Source: an optimization exercise on an open RTL-to-GDS flow (aim: small area and a short achievable clock period). Production flows keep margins and buffers that such runs may drop.

==> flow/design.v (excerpt) <==
module user_logic
(
  Bus2IP_Clk,
  Bus2IP_Reset,
  Bus2IP_Data,
  Bus2IP_BE,
  Bus2IP_RdCE,
  Bus2IP_WrCE,
  IP2Bus_Data,
  IP2Bus_RdAck,
  IP2Bus_WrAck,
  IP2Bus_Error
);
parameter C_SLV_DWIDTH                   = 32;
parameter C_NUM_REG                      = 3;
input                                     Bus2IP_Clk;
input                                     Bus2IP_Reset;
input      [0 : C_SLV_DWIDTH-1]           Bus2IP_Data;
input      [0 : C_SLV_DWIDTH/8-1]         Bus2IP_BE;
input      [0 : C_NUM_REG-1]              Bus2IP_RdCE;
input      [0 : C_NUM_REG-1]              Bus2IP_WrCE;
output     [0 : C_SLV_DWIDTH-1]           IP2Bus_Data;
output                                    IP2Bus_RdAck;
output                                    IP2Bus_WrAck;
output                                    IP2Bus_Error;
  reg  [0:31] slv_reg0;
  reg  [0:31] slv_reg1;
  reg  [0:31] slv_reg2;
  reg         rst_d;
  integer     k;
  always @(posedge Bus2IP_Clk) begin
    if (Bus2IP_Reset) begin
      slv_reg0 <= 0;
      slv_reg1 <= 0;
    end else begin
      for (k = 0; k < 32; k = k + 1) begin
        if (Bus2IP_WrCE == 3'b100 && Bus2IP_BE[k/8]) slv_reg0[k] <= Bus2IP_Data[k];
        if (Bus2IP_WrCE == 3'b010 && Bus2IP_BE[k/8]) slv_reg1[k] <= Bus2IP_Data[k];
      end
    end
  end
  wire [31:0] a, b;
  genvar g;
  generate for (g = 0; g < 32; g = g + 1) begin : le
    assign a[g] = slv_reg0[31-g];
    assign b[g] = slv_reg1[31-g];
  end endgenerate
  wire neg0 = b[1];
  wire one0 = b[0] ^ 1'b0;
  wire two0 = (b[1] & ~b[0] & ~1'b0) | (~b[1] & b[0] & 1'b0);
  wire pp0_0 = one0 & a[0];
  wire nc0 = neg0 & ~(one0 & a[0]);
  wire pp0_1 = ((one0 & a[1]) | (two0 & a[0])) ^ neg0;
  wire pp0_2 = ((one0 & a[2]) | (two0 & a[1])) ^ neg0;
  wire pp0_3 = ((one0 & a[3]) | (two0 & a[2])) ^ neg0;
  wire pp0_4 = ((one0 & a[4]) | (two0 & a[3])) ^ neg0;
  wire pp0_5 = ((one0 & a[5]) | (two0 & a[4])) ^ neg0;
  wire pp0_6 = ((one0 & a[6]) | (two0 & a[5])) ^ neg0;
  ...
clock: 8.5 ns
lec_check: 0
abc_area: 1
cap_margin: 20
core_margin: 2
core_utilization: 40
slew_margin: 20
run.sh (not shown) runs the stock make flow with config.mk's settings and CLKGATE_MAP_FILE= SYNTH_SCRIPT=/design/flow/synth_recipe.tcl, a recipe that flattens the netlist after the stock synthesis.
The starting point ran to the end with no violations.
Next try:
--- a/flow/design.v
+++ b/flow/design.v
@@ -799,18 +799,20 @@
   wire s417 = c386 ^ s413 ^ c388;
   wire c418 = (c386 & s413) | (c386 & c388) | (s413 & c388);
   wire s419 = s415 ^ c390 ^ s417;
   wire c420 = (s415 & c390) | (s415 & s417) | (c390 & s417);
   wire x31 = pp0_31 ^ pp1_29 ^ pp2_27 ^ pp3_25 ^ pp4_23 ^ pp5_21 ^ pp6_19 ^ pp7_17 ^ pp8_15 ^ pp9_13 ^ pp10_11 ^ pp11_9 ^ pp12_7 ^ pp13_5 ^ pp14_3 ^ pp15_1 ^ c394 ^ c396 ^ c398 ^ c400 ^ c402 ^ c404 ^ c406 ^ c408 ^ c410 ^ c412 ^ c414 ^ c416 ^ c418 ^ c420;
   wire [31:0] rx = {x31, c392, s391, c338, s337, c288, s287, c242, s241, c200, s199, c162, s161, c128, s127, c98, s97, c72, s71, c50, s49, c32, s31, c18, s17, c8, s7, c2, s1, pp0_2, nc0, pp0_0};
   wire [31:0] ry = {1'b0, s419, 1'b0, s363, 1'b0, s311, 1'b0, s263, 1'b0, s219, 1'b0, s179, 1'b0, s143, 1'b0, s111, 1'b0, s83, 1'b0, s59, 1'b0, s39, 1'b0, s23, 1'b0, s11, 1'b0, s3, 1'b0, pp1_0, pp0_1, 1'b0};
-  reg  [31:0] tp;
-  wire [31:0] psum = tp;
-  always @(posedge Bus2IP_Clk)
-    tp <= rx + ry;
+  reg  [31:0] tx, ty;
+  wire [31:0] psum = tx + ty;
+  always @(posedge Bus2IP_Clk) begin
+    tx <= rx;
+    ty <= ry;
+  end
   wire [31:0] pnext = (Bus2IP_Reset | rst_d) ? 32'd0 : psum;
   always @(posedge Bus2IP_Clk) begin
     rst_d <= Bus2IP_Reset;
     for (k = 0; k < 32; k = k + 1)
       slv_reg2[k] <= pnext[31-k];
   end
   reg [0:31] rdata;
The changed run completed with no timing, DRC or antenna violations.
Non-clock buffer count drops by 3.
Maximum frequency climbs by 17%.
Via count shrinks by 0.55%.
Register-to-register slack improves by 1100 ps.
Final area is higher by 2.0%.
Worst hold slack improved by 11 ps.
Setup slack improves by 1100 ps.
Synthesized cell count stays flat.
Wire length decreases by 0.55%.
Function was not checked in any run of this note: the RTL went through the layout flow alone.

what the ideal ports hide:
Ports are ideal in the flow. The routed layouts listed here were re-timed in OpenROAD. Step 1: set_driving_cell puts a clkbuf_16 on Bus2IP_Clk and a buf_2 on each other input, an assumption about the parent block. Step 2 moves the port delays by t, midway between the first and last clock arrival at a register: inputs arrive t later, outputs are due t later. That takes back most of the time a late clock gives input paths. a / b / c = ideal / step 1 / step 2; a / b = the first two.
run | shift t [ns] | slack for setup (ns) | worst register clock-pin slew, ns
the first run | 0.508 | 0.977 / 0.977 / 0.977 | 0.07 / 0.07
the second run | 0.509 | 2.077 / 2.077 / 2.077 | 0.07 / 0.07
After both steps setup and hold are still met in every run listed.
